From an optimization exercise on the open Yosys and OpenROAD flow, aimed at small area and a short achievable clock period; shortcuts taken in it are not production practice.
Function was checked by simulation only, so behaviour that the tests miss may differ from the original.
Power and IR drop assume default switching activity.

== the reference run ==
## mips
module mips (
	input clk,
	input rst,
	output [31:0] imem_addr,
	input [31:0] imem_data,
	output [7:0] dmem_addr,
	output [31:0] dmem_wdata,
	output dmem_we,
	output dmem_re,
	output dmem_byte,
	input [31:0] dmem_rdata
);
Size: ~3,700 cells after synthesis, roughly 1,000 flip-flops, roughly 140 I/O pins, ~50,000 um^2 of cells after synthesis.
export LEC_CHECK = 0
export CAP_MARGIN = 20
export CORE_MARGIN = 2
export CORE_UTILIZATION = 55
export CTS_BUF_LIST = sky130_fd_sc_hd__clkbuf_4 sky130_fd_sc_hd__clkbuf_8
export SETUP_SLACK_MARGIN = 2.5
export SLEW_MARGIN = 20
export SYNTH_HIERARCHICAL = 1
create_clock -name core_clock -period 9.0 [get_ports {clk}]
standard.sh (not shown) runs the stock make flow with config.mk's settings and CLKGATE_MAP_FILE= SYNTH_SCRIPT=/design/flow/synth_recipe.tcl, a recipe that flattens the netlist after the stock synthesis.
==> flow/flow/run.sh <==
#!/bin/bash
# The standard layout, with the port buffers made from plain buffers
# (buffer_ports otherwise picks a delay buffer for every port).
set -euo pipefail
export BUFFER_PORTS_ARGS="-buffer_cell sky130_fd_sc_hd__buf_4"
bash standard.sh > standard.log 2>&1
The reference run: all stages complete, timing, DRC and antenna checks passed
> inputs changed (the reference run -> the trial run)
Settings: SETUP_SLACK_MARGIN changed from 2.5 to 3.0; PLACE_DENSITY newly set to 0.75.
Results
- On global-route wire length before repair: the trial run sits below the reference run.
- Sort the trial run and the reference run by growth of design area from synthesis to finish, descending, and the trial run comes first.
- Of the trial run and the reference run, it is the trial run that has the lower period utilization.
- Clock network fraction of total power: the trial run < the reference run

Starting RTL as in the previous note.
Design mips, start of the top module:
module mips (
	input clk,
	input rst,
	output [31:0] imem_addr,
	input [31:0] imem_data,
	output [7:0] dmem_addr,
	output [31:0] dmem_wdata,
	output dmem_we,
	output dmem_re,
	output dmem_byte,
	input [31:0] dmem_rdata
);
Settings: LEC_CHECK=0, CAP_MARGIN=20, CORE_MARGIN=2, CORE_UTILIZATION=55, CTS_BUF_LIST=sky130_fd_sc_hd__clkbuf_4 sky130_fd_sc_hd__clkbuf_8, SETUP_SLACK_MARGIN=2.5, SLEW_MARGIN=20, SYNTH_HIERARCHICAL=1; clock period 9.0 ns.
run.sh (not shown) runs the stock make flow with config.mk's settings and CLKGATE_MAP_FILE= SYNTH_SCRIPT=/design/flow/synth_recipe.tcl, a recipe that flattens the netlist after the stock synthesis.
Stock flow here: none of the scripts above is used.
Next try:
- CORE_UTILIZATION: 55 -> 45
- CTS_BUF_LIST: sky130_fd_sc_hd__clkbuf_4 sky130_fd_sc_hd__clkbuf_8 -> unset
What happened: The changed run finished clean; total power increases by 5.6%; non-clock buffer count increases by 73; worst setup slack improved by 0.021 ns; global-route usage decreases by 5.9 points; via count decreases by 0.86%; area after synthesis stays the same; die area increases by 22%; count of clock-buffer cells in the layout decreases by 92; combinational power stays flat; synthesized cell count stays the same; maximum frequency increases by 0.32%.
Next try:
==> flow/flow/run.sh (new file) <==
#!/bin/bash
# The standard layout, with the port buffers made from plain buffers
# (buffer_ports otherwise picks a delay buffer for every port).
set -euo pipefail
export BUFFER_PORTS_ARGS="-buffer_cell sky130_fd_sc_hd__buf_4"
bash standard.sh > standard.log 2>&1
==> flow/standard.sh (new file) <==
#!/bin/bash
# synth_recipe.tcl (not shown) runs the flow's synth.tcl, then flattens the netlist and writes it again
# the make line also repeats each setting of config.mk as NAME=value (left out here)
make -C /OpenROAD-flow-scripts/flow DESIGN_CONFIG=/design/flow/config.mk WORK_HOME=/design/flow/orfs CLKGATE_MAP_FILE= SYNTH_SCRIPT=/design/flow/synth_recipe.tcl "${@:-finish}"
- CORE_UTILIZATION: 45 -> 55
- CTS_BUF_LIST: unset -> sky130_fd_sc_hd__clkbuf_4 sky130_fd_sc_hd__clkbuf_8
- SETUP_SLACK_MARGIN: 2.5 -> 3.5
removed: flow/run.sh
Count of clock-buffer cells in the layout came out higher by 93.
Via count increases by 5.3%.
Clock skew increases by 0.0038 ns.
Power shrinks by about 2.5%.
Area after synthesis does not change.
Cell count came out lower by about 2.3%.
Core utilization went up by 14 points.
Critical path depth goes up by 4.
Hold slack degrades by 0.011 ns.
Worst setup slack improved by 0.55 ns.
Routed wire length is higher by about 5%.
Next try:
- CTS_CLUSTER_DIAMETER: unset -> 80
- CTS_CLUSTER_SIZE: unset -> 15
- SETUP_SLACK_MARGIN: 3.5 -> 3.3
With this change the flow ran to the end with violations: capacitance limit, slew limit.
Critical path depth came out lower by 1.
Routed wire length came out higher by 0.77%.
Global-route usage came out lower by 0.40 points.
Die area does not change.
Design area came out lower by 2.1%.
Setup slack loses 0.074 ns.

## afterwards: timing with drivers on the ports
How much do the figures lean on ideal ports? The routed layouts below were timed once more, with nothing changed but the port constraints. Step 1 sets driving cells, clkbuf_16 on the clock port and buf_2 on the other inputs (assumed; they add their load-dependent delay and slew). Step 2, shift: input delay + t, output delay - t, t = (earliest + latest rising clock arrival at the registers) / 2. This alone moves slack from input paths to output paths. a / b / c = ideal / step 1 / step 2; a / b = the first two.
run | shift t [ns] | slack for setup (ns) | worst register clock-pin slew, ns
the reference run | 0.944 | 2.358 / 2.325 / 1.542 | 0.07 / 0.07
the trial run | 0.921 | 2.810 / 2.722 / 1.965 | 0.07 / 0.07
the first run of note 2 | 0.918 | 2.414 / 2.377 / 1.717 | 0.07 / 0.07
the second run of note 2 | 0.788 | 2.435 / 2.413 / 1.741 | 0.07 / 0.07
the third run of note 2 | 0.926 | 2.987 / 2.787 / 2.065 | 0.07 / 0.07
the fourth run of note 2 | 0.854 | 2.913 / 2.650 / 2.065 | 0.11 / 0.11
The setup slack of the third run of note 2, which loses most, moves by -0.200 ns with the drivers and by -0.922 ns with both steps.
